What follows belongs to an exercise in optimizing a design on an open flow for small area; a production flow would make more cautious choices.
The RTL was checked by simulation tests, not by an equivalence proof against the original design.
The flow treats the clock pin as an ideal source. Dropping or thinning the clock tree relies on that and would not hold on a real chip.
Power is estimated from default activity; no workload was simulated.

== run B ==
## cajero
module cajero(
  Clk, Reset, PIN, TARJETA_RECIBIDA, TIPO_TRANS, DIGITO, DIGITO_STB,
  MONTO, MONTO_STB, BALANCE_ACTUALIZADO, ENTREGAR_DINERO, FONDOS_INSUFICIENTES,
  PIN_INCORRECTO, ADVERTENCIA, Bloqueo, TIPO_STB
);
For scale: ~340 cells after synthesis, about 53 flip-flops, ~65 I/O pins.
clock: 6.0 ns
lec_check: 0
cap_margin: 20
core_margin: 2
core_utilization: 65
slew_margin: 20
synth_hierarchical: 1
synth_minimum_keep_size: 0
standard.sh (not shown) runs the stock make flow with config.mk's settings and CLKGATE_MAP_FILE= SYNTH_SCRIPT=/design/flow/synth_recipe.tcl, a recipe that flattens the netlist after the stock synthesis.
==> flow/flow/run.sh <==
#!/bin/bash
# Own layout flow: the standard ORFS flow with two changes:
#  - synthesis maps the logic with an area-oriented ABC script (flow/abc_area.script),
#  - ports are buffered with sky130_fd_sc_hd__buf_1 instead of the default buffer,
#  - the clock tree is three clkbuf_8 driven by the clock port (flow/my_cts.tcl).
# Each tool's output goes to the ORFS logs under orfs/logs; make's own output to make_*.log.
set -euo pipefail
work=$(pwd)
rm -rf "$work/scripts_area"
cp -r "$FLOW_HOME/scripts" "$work/scripts_area"
cp "$work/flow/abc_area.script" "$work/scripts_area/abc_area.script"
# clock tree: the clock port drives three clkbuf_8, one per cluster of flip-flops
cp "$work/flow/my_cts.tcl" "$work/scripts_area/my_cts.tcl"
sed -i 's|^log_cmd clock_tree_synthesis {\*}\$cts_args$|source $::env(SCRIPTS_DIR)/my_cts.tcl\nmy_cts 3 sky130_fd_sc_hd__clkbuf_8\nset_propagated_clock [all_clocks]|' "$work/scripts_area/cts.tcl"
grep -q "^my_cts 3" "$work/scripts_area/cts.tcl"
bash standard.sh SCRIPTS_DIR="$work/scripts_area" ABC_AREA=1 \
  "BUFFER_PORTS_ARGS=-buffer_cell sky130_fd_sc_hd__buf_1" \
  finish > "$work/make_finish.log" 2>&1
Other scripts of this flow, unchanged in this note and not shown: flow/flow/abc_area.script, flow/flow/my_cts.tcl
Input-level comparison between run E and run B:
--- a/flow/design.v
+++ b/flow/design.v
@@ -9,26 +9,25 @@
 input [31:0] MONTO;
 output reg BALANCE_ACTUALIZADO, ENTREGAR_DINERO, FONDOS_INSUFICIENTES, PIN_INCORRECTO, ADVERTENCIA, Bloqueo;
 reg [2:0] q, nq;
 reg [1:0] w, nw;
 reg [15:0] dig;            
 reg [31:0] r;              
 wire [31:0] nr;
 wire C     = TARJETA_RECIBIDA;
 wire lt4   = ~q[2];                      
 wire n4    = q[2] & q[1] & ~q[0];        
 wire trans = q[2] & q[0];                
 wire lock  = q[2] & ~q[1] & ~q[0];
-wire match;
-cj_eq eq (.a(dig), .b(PIN), .y(match));
+wire match = (dig == PIN);
 wire shift = C & DIGITO_STB & lt4;       
 wire ok    = C & n4 & match;             
 wire go    = ok & TIPO_STB;              
 wire bad   = C & n4 & ~match;            
 wire L3    = C & w[1] & ~w[0];           
 wire tm    = trans & MONTO_STB;          
 wire sub = q[1];             
 wire rst = ~Reset;
 wire [31:0] p, g;         
 wire [32:0] c;
 wire ge = c[32];
 wire upd = tm & (~q[1] | ge);
@@ -177,34 +176,18 @@
   assign p = ~(r ^ tq);
   assign nr = ~(rn & ~((upd & ~(p ^ nc)) | (nupd & r)));
 endmodule
 module cj_ce(input p, input g, input c, output y);
   assign y = ~(g | (p & c));
 endmodule
 module cj_co(input p, input r, input tq, input c, output y);
   assign y = ~((r | tq) & (p | c));
 endmodule
 module cj_inv(input a, output y);
   assign y = ~a;
 endmodule
-module cj_eq(input [15:0] a, input [15:0] b, output y);
-  wire [15:0] x;
-  genvar i;
-  generate
-    for (i = 0; i < 16; i = i + 1) begin : eqb
-      cj_xnor xn (.a(a[i]), .b(b[i]), .y(x[i]));
-    end
-  endgenerate
-  cj_all16 al (.a(x), .y(y));
-endmodule
-module cj_xnor(input a, input b, output y);
-  assign y = ~(a ^ b);
-endmodule
-module cj_all16(input [15:0] a, output y);
-  assign y = &a;
-endmodule
 module cj_skip(input s, input a1, input a0, output y);
   assign y = a0 | (s & a1);
 endmodule
 module cj_and8(input [7:0] a, output y);
   assign y = a[0] & a[2] & a[4] & a[6] & ~(a[1] | a[3] | a[5] | a[7]);
 endmodule
## What came out
- [compare] base=run B new=run E: total met2 wirelength after detailed routing dropped 240 µm; count of placed standard cells in the final layout, fillers left out climbed about 1.3%; number of unique standard cell types used by synthesis climbed 1.
- Run E gives more post-layout minimum cycle time than run B did.
- Result: PASS for each of run B and run E
- Compared to run B, run E has met1 track demand over resource 0.63 points higher.
- The width of the die of run E and that of run B are within noise of each other.
- ~same switching power in run B and run E
In every run of this note, the design's own scripts or RTL, not TritonCTS, make the clock network.

## static timing again, ports no longer ideal
The flow's constraints put no driver on any port. The routed layouts listed below were extracted and timed again, unchanged, in two steps. Step 1, drivers: a clkbuf_16 drives Clk and a buf_2 each remaining input, both assumed. Step 2 adds t to the input delays and takes it off the output delays; t is the mean of the earliest and latest rising clock arrival at the registers after step 1. Input paths then give back, and output paths get back, about the clock's delay inside the block. a / b / c = ideal ports / drivers / drivers and shift; a / b = the first two.
| run | t (ns) | slack for setup (ns) | worst hold slack (ns) | cell pins on the clock port's net |
|---|---|---|---|---|
| run B | 0.214 | 0.448 / 0.428 / 0.428 | 0.495 / 0.495 / 0.495 | 3 |
| run E | 0.210 | 0.433 / 0.414 / 0.414 | 0.482 / 0.482 / 0.482 | 3 |
After both steps setup and hold are still met in every run listed. For run B, which loses most, drivers alone change the setup slack by -0.020 ns; drivers and shift together by -0.020 ns.
